Context: an optimization exercise on an open-source flow, tuned for small area and a short achievable clock period. The choices shown serve that exercise and are no tape-out recipe. Function was checked by simulation only, so behaviour that the tests miss may differ from the original. Power figures rest on the tool's default switching activity, not on a simulated workload.

yarrow:
==> flow/design.v (excerpt) <==
module top_2dsys(
  input          clock,
  input          reset,
  input  [127:0] io_in,
  input          io_rw_co,
  input          io_ping_pong_wr,
  input          io_ping_pong_rd,
  input          io_wr_input,
  output         io_wr_ready,
  input          io_start,
  input          io_iormac,
  output         io_sys_busy,
  input          io_rd_output,
  output         io_rd_ready,
  output [127:0] io_out
);
  reg rst_q, rst_nq;
  always @(posedge clock) begin
    rst_q  <= reset;
    rst_nq <= ~reset;
  end
  reg        wr_rdy, wr_idle;
  reg  [3:0] wbuf;
  reg [31:0] wptr;
  wire       wr_fsm = ~wr_idle;
  always @(posedge clock) begin
    wr_rdy  <= ~reset & io_wr_input;
    wr_idle <= reset | ~io_wr_input;
    if (wr_idle & io_wr_input)
      wbuf <= 4'd1 << {~io_rw_co, ~io_ping_pong_wr};
    if (reset | ~io_wr_input) wptr <= 32'd0;
    else if (wr_fsm)          wptr <= {wptr[30:0], wptr[31]};
    else                      wptr <= 32'd1;
  end
  wire [31:0]   din = rst_q ? 32'd0 : io_in[31:0];
  wire [4095:0] mem;
  genvar g;
  generate
    for (g = 0; g < 128; g = g + 1) begin : word
      reg [31:0] d;
      always @(posedge clock)
        if (rst_q | (wbuf[g / 32] & wptr[g % 32])) d <= din;
      assign mem[32*g +: 32] = d;
    end
  endgenerate
  reg  [1:0] fsm;     
  reg        busy;
  reg  [2:0] im;
  reg  [1:0] dc;
  reg [31:0] sxp, sxq, swp, swq;
  reg  [1:0] fsm_n;
  always @* begin
    fsm_n = fsm;
    case (fsm)
      2'd0: if (io_start) fsm_n = 2'd1;
      2'd1: if (!io_start) fsm_n = 2'd2;
      2'd2: if (!im[2]) fsm_n = 2'd3;
      2'd3: if (dc == 2'd3) fsm_n = 2'd0;
    endcase
    if (reset) fsm_n = 2'd0;
  end
  wire comp = fsm == 2'd1;
  always @(posedge clock) begin
    fsm  <= fsm_n;
    busy <= fsm_n != 2'd0;
    im   <= {im[1:0], io_iormac} | {3{reset}};
    dc   <= (fsm == 2'd3) ? dc + 2'd1 : 2'd0;
    if (comp) begin
  ...
export LEC_CHECK = 0
export CAP_MARGIN = 20
export CORE_MARGIN = 2
export CORE_UTILIZATION = 45
export CTS_CLUSTER_DIAMETER = 100
export CTS_CLUSTER_SIZE = 25
export SLEW_MARGIN = 30
create_clock -name core_clock -period 12.0 [get_ports {clock}]
standard.sh (not shown) runs the stock make flow with config.mk's settings and CLKGATE_MAP_FILE= SYNTH_SCRIPT=/design/flow/synth_recipe.tcl, a recipe that flattens the netlist after the stock synthesis.
==> flow/flow/run.sh <==
#!/bin/bash
# Layout: the standard flow (standard.sh) with three changes to how the
# layout is made: the port buffers are buf_4 cells instead of the flow's
# default choice (a delay buffer); setup repair aims at a larger slack
# margin; and after placement each flip-flop that drives an output buffer is
# moved next to that buffer (flow/outflops.tcl) before CTS.  Synthesis,
# floorplan, power grid, CTS and routing are the standard steps.  Each
# tool's full output goes to a log file here (standard_place.log,
# outflops.log, standard_finish.log); the ORFS step logs stay in orfs/logs/.
set -euo pipefail
VARS=("BUFFER_PORTS_ARGS=-buffer_cell sky130_fd_sc_hd__buf_4" "SETUP_SLACK_MARGIN=8.3")
bash standard.sh place "${VARS[@]}" > standard_place.log 2>&1
PLACE_ODB="$PWD/orfs/results/$FLOW_PLATFORM/top_2dsys/base/3_place.odb" \
  openroad -no_init -exit flow/outflops.tcl > outflops.log 2>&1
bash standard.sh finish "${VARS[@]}" > standard_finish.log 2>&1
==> flow/flow/outflops.tcl <==
# Place each flip-flop that drives an output port's buffer right beside that
# buffer (the buffer sits at the port), then legalize.  Nothing else changes:
# the output buffers stay where the standard flow put them.
read_db $::env(PLACE_ODB)
set block [ord::get_db_block]
set moved 0
foreach bterm [$block getBTerms] {
  if {[$bterm getIoType] ne "OUTPUT"} { continue }
  set net [$bterm getNet]
  if {$net eq "NULL"} { continue }
  set buf ""
  foreach it [$net getITerms] {
    if {[$it isOutputSignal]} { set buf [$it getInst] }
  }
  if {$buf eq ""} { continue }
  set innet ""
  foreach it [$buf getITerms] {
    if {[$it isInputSignal] && [$it getNet] ne "NULL"} { set innet [$it getNet] }
  }
  if {$innet eq ""} { continue }
  set ff ""
  set loads 0
  foreach it [$innet getITerms] {
    if {[$it isOutputSignal]} { set ff [$it getInst] } else { incr loads }
  }
  if {$ff eq "" || $loads != 1} { continue }
  if {![[$ff getMaster] isSequential]} { continue }
  set loc [$buf getLocation]
  $ff setLocation [lindex $loc 0] [lindex $loc 1]
  incr moved
}
puts "outflops: moved $moved flip-flops next to their output buffers"
detailed_placement
check_placement
write_db $::env(PLACE_ODB)
No stage failed in yarrow, and the final checks on the layout all came back clean.
Input-level comparison between ember and yarrow:
- changing CTS_CLUSTER_SIZE from 25 to 20
- setting PLACE_DENSITY to 0.75 for the first time
-- flow/flow/run.sh --
<<< yarrow, line 10
set -euo pipefail
VARS=("BUFFER_PORTS_ARGS=-buffer_cell sky130_fd_sc_hd__buf_4" "SETUP_SLACK_MARGIN=8.3")
bash standard.sh place "${VARS[@]}" > standard_place.log 2>&1
>>> ember, line 10
set -euo pipefail
VARS=("BUFFER_PORTS_ARGS=-buffer_cell sky130_fd_sc_hd__buf_4" "SETUP_SLACK_MARGIN=8.2")
bash standard.sh place "${VARS[@]}" > standard_place.log 2>&1
### Flow results
All of yarrow and ember finish clean. Sort yarrow and ember by initial antenna violation count desc -> top: ember. Lower maximum number of pins on one net before global-route repair goes to yarrow over ember. On antenna diode instance count: ember sits above yarrow.
Changes in raven relative to ember:
- a deleted PLACE_DENSITY that had been 0.75
[summary]
Having completed the whole flow, raven delivered a layout that passed the timing, design-rule and antenna checks.
ember reached the end of the flow, and the finished layout is clean on the timing, design-rule and antenna checks.
Vias: raven fewer than ember
raven against ember: final period utilization decreased by 0.21 points relative to the old numbers, global route total overflow closely matched the old numbers, maximum frequency increased by 0.0017 GHz relative to the old numbers.
Diff ember..raven | die footprint | unchanged
Re antenna diode count: ember was higher than raven.
Total power (raven over ember): increase, about 0.6%
> inputs changed (raven -> nickel)
-- flow/flow/run.sh --
<<< raven, line 10
set -euo pipefail
VARS=("BUFFER_PORTS_ARGS=-buffer_cell sky130_fd_sc_hd__buf_4" "SETUP_SLACK_MARGIN=8.2")
bash standard.sh place "${VARS[@]}" > standard_place.log 2>&1
>>> nickel, line 10
set -euo pipefail
VARS=("BUFFER_PORTS_ARGS=-buffer_cell sky130_fd_sc_hd__buf_4" "SETUP_SLACK_MARGIN=8")
bash standard.sh place "${VARS[@]}" > standard_place.log 2>&1
[summary]
- Of raven and nickel, the run reporting the lower clock skew was nickel.
- Relative to raven, met3 global-route usage has decreased by 0.21 points in nickel.
- nickel vs. raven: number of top-level pins ~0 delta; non-clock buffer total of the final layout -31; maximum frequency ~0 delta; core utilization -0.29 points.

==> re-timing with driven ports <==
The results above use ideal ports. As a check the final layouts listed here were re-extracted and re-timed, cells and wires unchanged. Step 1 (the two cells are an assumption about what drives the block):
set clk [get_ports {clock}]
set_driving_cell -lib_cell sky130_fd_sc_hd__clkbuf_16 $clk
set_driving_cell -lib_cell sky130_fd_sc_hd__buf_2 [delete_from_list [all_inputs] $clk]
Step 2 moves the port delays by t, midway between the first and last clock arrival at a register: inputs arrive t later, outputs are due t later. That takes back most of the time a late clock gives input paths. Slacks: no drivers / after step 1 / after step 2; pairs: no drivers / after step 1.
| run | shift t [ns] | setup slack, ns | worst setup path after step 2 | worst register clock-pin slew, ns | worst data-port slew with drivers (ns) |
|---|---|---|---|---|---|
| yarrow | 1.117 | 8.090 / 7.988 / 7.552 | input to register | 0.11 / 0.11 | 0.24 |
| ember | 1.126 | 8.092 / 7.976 / 7.341 | input to register | 0.09 / 0.09 | 0.07 |
| raven | 1.119 | 8.117 / 7.997 / 7.506 | input to register | 0.10 / 0.10 | 0.22 |
| nickel | 1.118 | 8.115 / 7.997 / 7.491 | input to register | 0.09 / 0.09 | 0.21 |
After both steps setup and hold are still met in every run listed. The setup slack of ember, which loses most, moves by -0.116 ns with the drivers and by -0.751 ns with both steps.
